Context: an optimization exercise on an open-source flow, tuned for small area. The choices shown serve that exercise and are no tape-out recipe.
Only simulation tests tie the RTL to the original design; equivalence was not proved.
Power is estimated from default activity; no workload was simulated.

==> flow/design.v <==
`timescale 1 ps / 1 ps
module Packet_Symbol_Width_adapter #(
		parameter INPUT_SYMBOL_WIDTH  = 256,
		parameter OUTPUT_SYMBOL_WIDTH = 32
	) (
		input  wire        clock_clk,
		input  wire        reset_reset,
		output reg  [OUTPUT_SYMBOL_WIDTH-1:0] aso_out0_data,
		input  wire        aso_out0_ready,
		output wire        aso_out0_valid,
		output wire        aso_out0_endofpacket,
		output wire        aso_out0_startofpacket,
		input  wire [INPUT_SYMBOL_WIDTH-1:0] asi_in0_data,
		output wire        asi_in0_ready,
		input  wire        asi_in0_valid,
		input  wire        asi_in0_endofpacket,
		input  wire        asi_in0_startofpacket
	);
    localparam W = OUTPUT_SYMBOL_WIDTH;
    localparam N = INPUT_SYMBOL_WIDTH/OUTPUT_SYMBOL_WIDTH;
    reg        sh;
    reg        shn;      
    reg  [3:0] j;
    reg        last;     
    reg        first;    
    wire shift = sh;
    wire keep  = shn;
    wire hold  = ~(sh | (j[2] & ~j[3]));
    wire ready = ~sh & j[3];
    wire load  = asi_in0_valid & ready & (~j[2] | asi_in0_startofpacket);
    assign asi_in0_ready          = ready;
    assign aso_out0_valid         = sh ? (j[3] | j[0]) : ~j[3];
    assign aso_out0_startofpacket = first & sh & j[3] & ~j[2];
    assign aso_out0_endofpacket   = last & ~sh & ~j[3];
    wire [W-1:0] din [0:N-1];
    reg  [W-1:0] w   [0:N-1];
    genvar k;
    generate
        for (k = 0; k < N; k = k + 1) begin : g_word
            assign din[k] = asi_in0_data[INPUT_SYMBOL_WIDTH-1-k*W -: W];
            if (k == N-1) begin : g_tail
                always @(posedge clock_clk)
                    w[k] <= din[k];
            end else if (k % 2 == 0) begin : g_inv
                always @(posedge clock_clk)
                    w[k] <= ~((din[k] | {W{shift}}) & (w[k+1] | {W{keep}}));
            end else begin : g_true
                always @(posedge clock_clk)
                    w[k] <= ~((w[k+1] | {W{keep}}) & ~(din[k] & {W{hold}}));
            end
        end
    endgenerate
    always @(posedge clock_clk) begin
        if (ready) begin
            first <= j[2];
            last  <= ~j[2] & asi_in0_endofpacket;
        end
    end
    always @(posedge clock_clk) begin
        j[1] <= sh & j[2];
        j[0] <= sh & j[1];
    end
    always @(posedge clock_clk or posedge reset_reset) begin
        if (reset_reset) begin
            sh     <= 1'b0;
            shn    <= 1'b1;
            j[3:2] <= 2'b11;
        end
        else begin
            sh   <= load | (sh & (j[1] | ~j[0]));
            shn  <= ~(load | (sh & (j[1] | ~j[0])));
            j[3] <= ~(load | (sh & j[0]));
            j[2] <= ~load & (sh ? j[3] : (j[3] ? j[2] : last));
        end
    end
    always @(posedge clock_clk or posedge reset_reset) begin
        if (reset_reset) begin
            aso_out0_data <= 0;
        end
        else begin
            aso_out0_data <= ~((w[0] | {W{hold}}) & ~(aso_out0_data & {W{keep}}));
        end
    end
endmodule
==> flow/config.mk <==
export PLATFORM = sky130hd
export DESIGN_NAME = Packet_Symbol_Width_adapter
export DESIGN_NICKNAME = Packet_Symbol_Width_adapter
export VERILOG_FILES = /design/flow/design.v
export SDC_FILE = /design/flow/constraint.sdc
export NUM_CORES = 4
export LEC_CHECK = 0
export CAP_MARGIN = 0
export CORE_MARGIN = 2
export CORE_UTILIZATION = 70
export PLACE_DENSITY = 0.8
export SLEW_MARGIN = 0
==> flow/constraint.sdc <==
create_clock -name core_clock -period 4.0 [get_ports {clock_clk}]
set_input_delay 0.8000 -clock core_clock [delete_from_list [all_inputs] [get_ports {clock_clk}]]
set_output_delay 0.8000 -clock core_clock [all_outputs]
set_load 0.01 [all_outputs]
standard.sh (not shown) runs the stock make flow with config.mk's settings and CLKGATE_MAP_FILE= SYNTH_SCRIPT=/design/flow/synth_recipe.tcl, a recipe that flattens the netlist after the stock synthesis.
==> flow/flow/run.sh <==
#!/bin/bash
# Standard ORFS layout, with the port buffers made from the smallest buffer
# and a clock tree of small buffers without dummy loads.
set -euo pipefail
bash standard.sh "BUFFER_PORTS_ARGS=-buffer_cell sky130_fd_sc_hd__buf_1" \
  "CTS_ARGS=-sink_clustering_enable -repair_clock_nets -dont_use_dummy_load -buf_list sky130_fd_sc_hd__clkbuf_4 -sink_clustering_size 11 -sink_clustering_max_diameter 45" \
  finish > standard.log 2>&1
The baseline completed without violations.
Change:
==> flow/flow/run.sh (replaced) <==
#!/bin/bash
# Standard ORFS layout, with the port buffers made from the smallest buffer
# and a clock tree of small buffers without dummy loads.
set -euo pipefail
bash standard.sh "BUFFER_PORTS_ARGS=-buffer_cell sky130_fd_sc_hd__buf_1" \
  "CTS_ARGS=-sink_clustering_enable -repair_clock_nets -dont_use_dummy_load -buf_list sky130_fd_sc_hd__clkbuf_4 -sink_clustering_size 12 -sink_clustering_max_diameter 45" \
  finish > standard.log 2>&1
PLACE_DENSITY = 0.9   (was 0.8)
Result:
- The changed run went through all stages and came out clean
- final area barely changes
- worst setup slack degrades by 0.083 ns
- wire length came out higher by 4.9%
- combinational power climbs by about 3%
- power rises by 0.69%
- global-route usage goes up by 1.2 points
- first-iteration DRC count shrinks by 11%
- die area does not change
- worst hold slack improves by 0.057 ns
- utilization hardly moves
- count of clock-buffer cells in the layout fell by 1
Change:
==> flow/flow/run.sh (replaced) <==
#!/bin/bash
# Standard ORFS layout, with the port buffers made from the smallest buffer
# and a clock tree of small buffers without dummy loads.
set -euo pipefail
bash standard.sh "BUFFER_PORTS_ARGS=-buffer_cell sky130_fd_sc_hd__buf_1" \
  "CTS_ARGS=-sink_clustering_enable -repair_clock_nets -dont_use_dummy_load -buf_list sky130_fd_sc_hd__clkbuf_4 -sink_clustering_size 13 -sink_clustering_max_diameter 35" \
  finish > standard.log 2>&1
PLACE_DENSITY = 0.8   (was 0.9)
Count of clock-buffer cells in the layout is higher by 6.
Routed wire length falls by 3.2%.
Final area came out higher by 0.44%.
Change:
==> flow/flow/run.sh (replaced) <==
#!/bin/bash
# Standard ORFS layout, with the port buffers made from the smallest buffer
# and a clock tree of small buffers without dummy loads.
set -euo pipefail
bash standard.sh "BUFFER_PORTS_ARGS=-buffer_cell sky130_fd_sc_hd__buf_1" \
  "CTS_ARGS=-sink_clustering_enable -repair_clock_nets -dont_use_dummy_load -buf_list sky130_fd_sc_hd__clkbuf_4 -sink_clustering_size 12 -sink_clustering_max_diameter 45" \
  finish > standard.log 2>&1
CORE_UTILIZATION = 60   (was 70)
PLACE_DENSITY = 0.7   (was 0.8)
Result:
- hold slack is worse by 0.028 ns
- power drops by 1.1%
- die area climbs by 16%
- critical path depth does not change
- wire length drops by 0.87%
- design area barely changes

## separate check: timing with driven ports
Ports are ideal in the flow. The routed layouts listed here were re-timed in OpenROAD. Step 1: set_driving_cell puts a clkbuf_16 on clock_clk and a buf_2 on each other input, an assumption about the parent block. Step 2 moves the port delays by t, midway between the first and last clock arrival at a register: inputs arrive t later, outputs are due t later. That takes back most of the time a late clock gives input paths. Slacks: ideal / step 1 / step 2; pairs: ideal / step 1.
| run | t, ns | setup WS [ns] | worst setup path at the end | worst register clock-pin slew, ns |
|---|---|---|---|---|
| the first run | 0.666 | 1.135 / 1.097 / 1.763 | register to output | 0.11 / 0.11 |
| the second run | 0.637 | 1.052 / 1.016 / 1.653 | register to output | 0.12 / 0.12 |
| the third run | 0.583 | 1.201 / 1.163 / 1.746 | register to output | 0.12 / 0.12 |
| the fourth run | 0.667 | 1.181 / 1.146 / 1.774 | register to register | 0.12 / 0.12 |
After both steps setup and hold are still met in every run listed.
